What follows belongs to an exercise in optimizing a design on an open flow for small area and a short achievable clock period; a production flow would make more cautious choices.
Only simulation tests tie the RTL to the original design; equivalence was not proved.

==> amber: inputs <==
## fp_mac
module fp_mac (
    input  wire        clk,
    input  wire [31:0] a,
    input  wire [31:0] b,
    input  wire        en_mult,
    input  wire        en_accuml,
    input  wire        rst_accuml,
    output reg  [31:0] acc_out
);
reg  [31:0] s;                        
wire [31:0] res;
fp_mac_core core (.a(a), .b(b), .en_mult(en_mult), .s(s), .res(res));
always @(posedge clk) begin
    if (rst_accuml) begin
        acc_out <= s;
        s       <= 32'd0;
    end else if (en_accuml) begin
        acc_out <= res;
        s       <= res;
    end else begin
        s       <= 32'd0;
    end
end
endmodule
clock: 25.0 ns
lec_check: 0
cap_margin: 20
core_margin: 2
core_utilization: 40
place_density: 0.6
slew_margin: 20
synth_hierarchical: 1
standard.sh (not shown) runs the stock make flow with config.mk's settings and CLKGATE_MAP_FILE= SYNTH_SCRIPT=/design/flow/synth_recipe.tcl, a recipe that flattens the netlist after the stock synthesis.
==> flow/flow/run.sh <==
#!/bin/bash
set -euo pipefail
bash standard.sh synth > synth.log 2>&1
bash standard.sh SETUP_SLACK_MARGIN=8 finish > layout.log 2>&1
==> garnet (differences from amber) <==
--- a/flow/design.v
+++ b/flow/design.v
@@ -183,18 +183,17 @@
 wire lp4_18 = lp1_18 & lp3_15;
 wire lg4_19 = lg1_19 | (lp1_19 & lg3_15);
 wire lp4_19 = lp1_19 & lp3_15;
 wire lg4_20 = lg2_20 | (lp2_20 & lg3_15);
 wire lp4_20 = lp2_20 & lp3_15;
 wire lg4_21 = lg2_21 | (lp2_21 & lg3_15);
 wire lp4_21 = lp2_21 & lp3_15;
 wire c22 = lg4_21;
-wire gg22 = g22 | (p22 & c22);
-wire hg0_1 = g23 | (p23 & gg22);
+wire hg0_1 = g23 | (p23 & g22);
 wire hp0_1 = p23 & p22;
 wire hg0_3 = g25 | (p25 & g24);
 wire hp0_3 = p25 & p24;
 wire hg0_5 = g27 | (p27 & g26);
 wire hp0_5 = p27 & p26;
 wire hg0_7 = g29 | (p29 & g28);
 wire hp0_7 = p29 & p28;
 wire hg0_9 = g31 | (p31 & g30);
@@ -293,41 +292,41 @@
 wire hp4_21 = hp2_21 & hp3_15;
 wire hg4_22 = hg2_22 | (hp2_22 & hg3_15);
 wire hp4_22 = hp2_22 & hp3_15;
 wire hg4_23 = hg2_23 | (hp2_23 & hg3_15);
 wire hp4_23 = hp2_23 & hp3_15;
 wire hg4_24 = hg3_24 | (hp3_24 & hg3_15);
 wire hp4_24 = hp3_24 & hp3_15;
 wire h22 = p22 ^ c22;
-wire h23 = p23 ^ gg22;
-wire h24 = p24 ^ hg0_1;
-wire h25 = p25 ^ hg1_2;
-wire h26 = p26 ^ hg1_3;
-wire h27 = p27 ^ hg2_4;
-wire h28 = p28 ^ hg2_5;
-wire h29 = p29 ^ hg2_6;
-wire h30 = p30 ^ hg2_7;
-wire h31 = p31 ^ hg3_8;
-wire h32 = p32 ^ hg3_9;
-wire h33 = p33 ^ hg3_10;
-wire h34 = p34 ^ hg3_11;
-wire h35 = p35 ^ hg3_12;
-wire h36 = p36 ^ hg3_13;
-wire h37 = p37 ^ hg3_14;
-wire h38 = p38 ^ hg3_15;
-wire h39 = p39 ^ hg4_16;
-wire h40 = p40 ^ hg4_17;
-wire h41 = p41 ^ hg4_18;
-wire h42 = p42 ^ hg4_19;
-wire h43 = p43 ^ hg4_20;
-wire h44 = p44 ^ hg4_21;
-wire h45 = p45 ^ hg4_22;
-wire h46 = p46 ^ hg4_23;
-wire h47 = p47 ^ hg4_24;
+wire h23 = p23 ^ (g22 | (p22 & c22));
+wire h24 = p24 ^ (hg0_1 | (hp0_1 & c22));
+wire h25 = p25 ^ (hg1_2 | (hp1_2 & c22));
+wire h26 = p26 ^ (hg1_3 | (hp1_3 & c22));
+wire h27 = p27 ^ (hg2_4 | (hp2_4 & c22));
+wire h28 = p28 ^ (hg2_5 | (hp2_5 & c22));
+wire h29 = p29 ^ (hg2_6 | (hp2_6 & c22));
+wire h30 = p30 ^ (hg2_7 | (hp2_7 & c22));
+wire h31 = p31 ^ (hg3_8 | (hp3_8 & c22));
+wire h32 = p32 ^ (hg3_9 | (hp3_9 & c22));
+wire h33 = p33 ^ (hg3_10 | (hp3_10 & c22));
+wire h34 = p34 ^ (hg3_11 | (hp3_11 & c22));
+wire h35 = p35 ^ (hg3_12 | (hp3_12 & c22));
+wire h36 = p36 ^ (hg3_13 | (hp3_13 & c22));
+wire h37 = p37 ^ (hg3_14 | (hp3_14 & c22));
+wire h38 = p38 ^ (hg3_15 | (hp3_15 & c22));
+wire h39 = p39 ^ (hg4_16 | (hp4_16 & c22));
+wire h40 = p40 ^ (hg4_17 | (hp4_17 & c22));
+wire h41 = p41 ^ (hg4_18 | (hp4_18 & c22));
+wire h42 = p42 ^ (hg4_19 | (hp4_19 & c22));
+wire h43 = p43 ^ (hg4_20 | (hp4_20 & c22));
+wire h44 = p44 ^ (hg4_21 | (hp4_21 & c22));
+wire h45 = p45 ^ (hg4_22 | (hp4_22 & c22));
+wire h46 = p46 ^ (hg4_23 | (hp4_23 & c22));
+wire h47 = p47 ^ (hg4_24 | (hp4_24 & c22));
 wire m47w = h47;
 wire r1 = h23 & st1;
 wire r0 = h22 & st0;
 wire a1 = h24;
 wire a2 = a1 & h25;
 wire a3 = a2 & h26;
 wire a4 = a3 & h27;
 wire a5 = a4 & h28;
@@ -1766,16 +1765,36 @@
                     gg[k] = gg[k] | (t[k] & gg[j]);
                     t[k] = t[k] & t[j];
                 end
         co = gg[23];
         ci = sub & co;
         addsub24 = {co, (p ^ ({gg[22:0], 1'b0} | ({t[22:0], 1'b1} & {24{ci}}))) ^ {24{sub & ~co}}};
     end
 endfunction
+function [7:0] sub8;
+    input [7:0] a;
+    input [7:0] b;
+    reg   [7:0] g, p, t;
+    integer l, k, j;
+    begin
+        g = a & ~b;
+        p = a ^ ~b;
+        t = p;
+        g[0] = g[0] | p[0];           
+        for (l = 1; l < 8; l = l * 2)
+            for (k = 0; k < 8; k = k + 1)
+                if ((k / l) % 2 == 1) begin
+                    j = (k / l) * l - 1;
+                    g[k] = g[k] | (t[k] & g[j]);
+                    t[k] = t[k] & t[j];
+                end
+        sub8 = p ^ {g[6:0], 1'b1};
+    end
+endfunction
 function [4:0] lzc32;
     input [31:0] v;
     reg   [7:0]  z4;
     reg   [15:0] c4;
     reg   [3:0]  z8;
     reg   [11:0] c8;
     reg   [1:0]  z16;
     reg   [7:0]  c16;
@@ -1801,18 +1820,22 @@
 wire [23:0] sr = (ad >= 8'd24) ? 24'd0 : (sm >> ad[4:0]);
 wire [24:0] as = addsub24(lm, sr, eop);
 wire [24:0] fsum = {as[24] & ~eop, as[23:0]};
 wire [22:0] f_man = fsum[24] ? fsum[23:1] : fsum[23] ? fsum[22:0] : {fsum[21:0], 1'b0};
 wire [7:0]  f_exp = fsum[24] ? le + 8'd1 : fsum[23] ? le : le - 8'd1;
 wire        f_sign = eswap ? sy : sx;
 wire [23:0] nd = as[23:0];
 wire [4:0]  nlz = lzc32({nd, 8'hFF});
-wire [23:0] nsh = nd << nlz;
+wire [23:0] nsh16 = nlz[4] ? {nd[7:0], 16'd0} : nd;
+wire [23:0] nsh8  = nlz[3] ? {nsh16[15:0], 8'd0} : nsh16;
+wire [23:0] nsh4  = nlz[2] ? {nsh8[19:0], 4'd0} : nsh8;
+wire [23:0] nsh2  = nlz[1] ? {nsh4[21:0], 2'd0} : nsh4;
+wire [23:0] nsh   = nlz[0] ? {nsh2[22:0], 1'd0} : nsh2;
 wire [22:0] n_man = nsh[22:0];
 wire        nzero = ~|nd;
-wire [7:0]  n_exp = nzero ? 8'd0 : le - {3'd0, nlz};
+wire [7:0]  n_exp = nzero ? 8'd0 : sub8(le, {3'd0, nlz});
 wire        n_sign = nzero ? 1'b0 : as[24] ? f_sign : ~f_sign;
 wire        near = eop & (ad0 | ad1);
 assign res = bothzero ? {sx & sy, 31'd0}
            : near     ? {n_sign, n_exp, n_man}
            :            {f_sign, f_exp, f_man};
 endmodule
==> flow/run.sh (new file) <==
#!/bin/bash
# synth_recipe.tcl (not shown) runs the flow's synth.tcl, then flattens the netlist and writes it again
# the make line also repeats each setting of config.mk as NAME=value (left out here)
make -C /OpenROAD-flow-scripts/flow DESIGN_CONFIG=/design/flow/config.mk WORK_HOME=/design/flow/orfs CLKGATE_MAP_FILE= SYNTH_SCRIPT=/design/flow/synth_recipe.tcl finish
- SETUP_SLACK_MARGIN: not set -> 4
removed: flow/flow/run.sh
removed: flow/standard.sh
==> comparison table <==
Result of the run: amber timing/DRC/antenna clean; garnet timing/DRC/antenna clean
All-Layer GR Usage: amber 0.3075; garnet 0.2878
Total via count in the routed design: amber 29140; garnet 27850
Most Used Layer, Global Route: amber met2; garnet met1
WHS: amber 0.6577 ns; garnet 0.6456 ns
Standard cell core area: amber 71360 µm²; garnet 71240 µm²
Data arrival time of the critical path: amber 19.60 ns; garnet 20.52 ns
# Post-CTS Setup Buffers: amber 214; garnet 15
Highest achievable clock rate: amber 51.20 MHz; garnet 48.94 MHz
Seq/Total Area, Yosys: amber 0.05559; garnet 0.05589
Share of Yosys cell area claimed by the top area cell type: amber 0.1883; garnet 0.1907
Area share of and/or/nand/nor cells after synthesis: amber 0.1678; garnet 0.1677
Mean post-synth cell area: amber 8.237 µm²; garnet 8.247 µm²
WL met2: amber 50.37 mm; garnet 45.44 mm
Initial core utilization: amber 0.4037; garnet 0.4023
Clock Network Area Fraction: amber 0.009784; garnet 0.009724
Post-DR vias/cell: amber 6.323; garnet 6.440
Share of the synthesized netlist area taken by xor and xnor gates: amber 0.1210; garnet 0.1249

-- re-timing with driven ports --
The flow's constraints put no driver on any port. The routed layouts listed below were extracted and timed again, unchanged, in two steps.
Step 1 sets driving cells, clkbuf_16 on the clock port and buf_2 on the other inputs (assumed; they add their load-dependent delay and slew).
Step 2 moves the port delays by t, midway between the first and last clock arrival at a register: inputs arrive t later, outputs are due t later. That takes back most of the time a late clock gives input paths.
Three values: ideal, step 1, step 2; two values: the first two.
| run | t, ns | setup WS [ns] | hold slack, ns | latest minus earliest clock arrival (ns) | slew at the worst register clock pin (ns) |
|---|---|---|---|---|---|
| amber | 0.356 | 5.470 / 5.409 / 5.053 | 0.658 / 0.658 / 0.658 | 0.013 / 0.014 | 0.07 / 0.07 |
| garnet | 0.363 | 4.566 / 4.485 / 4.122 | 0.646 / 0.646 / 0.646 | 0.009 / 0.009 | 0.06 / 0.06 |
After both steps every run listed still meets setup and hold. The setup slack of garnet, which loses most, moves by -0.081 ns with the drivers and by -0.444 ns with both steps.
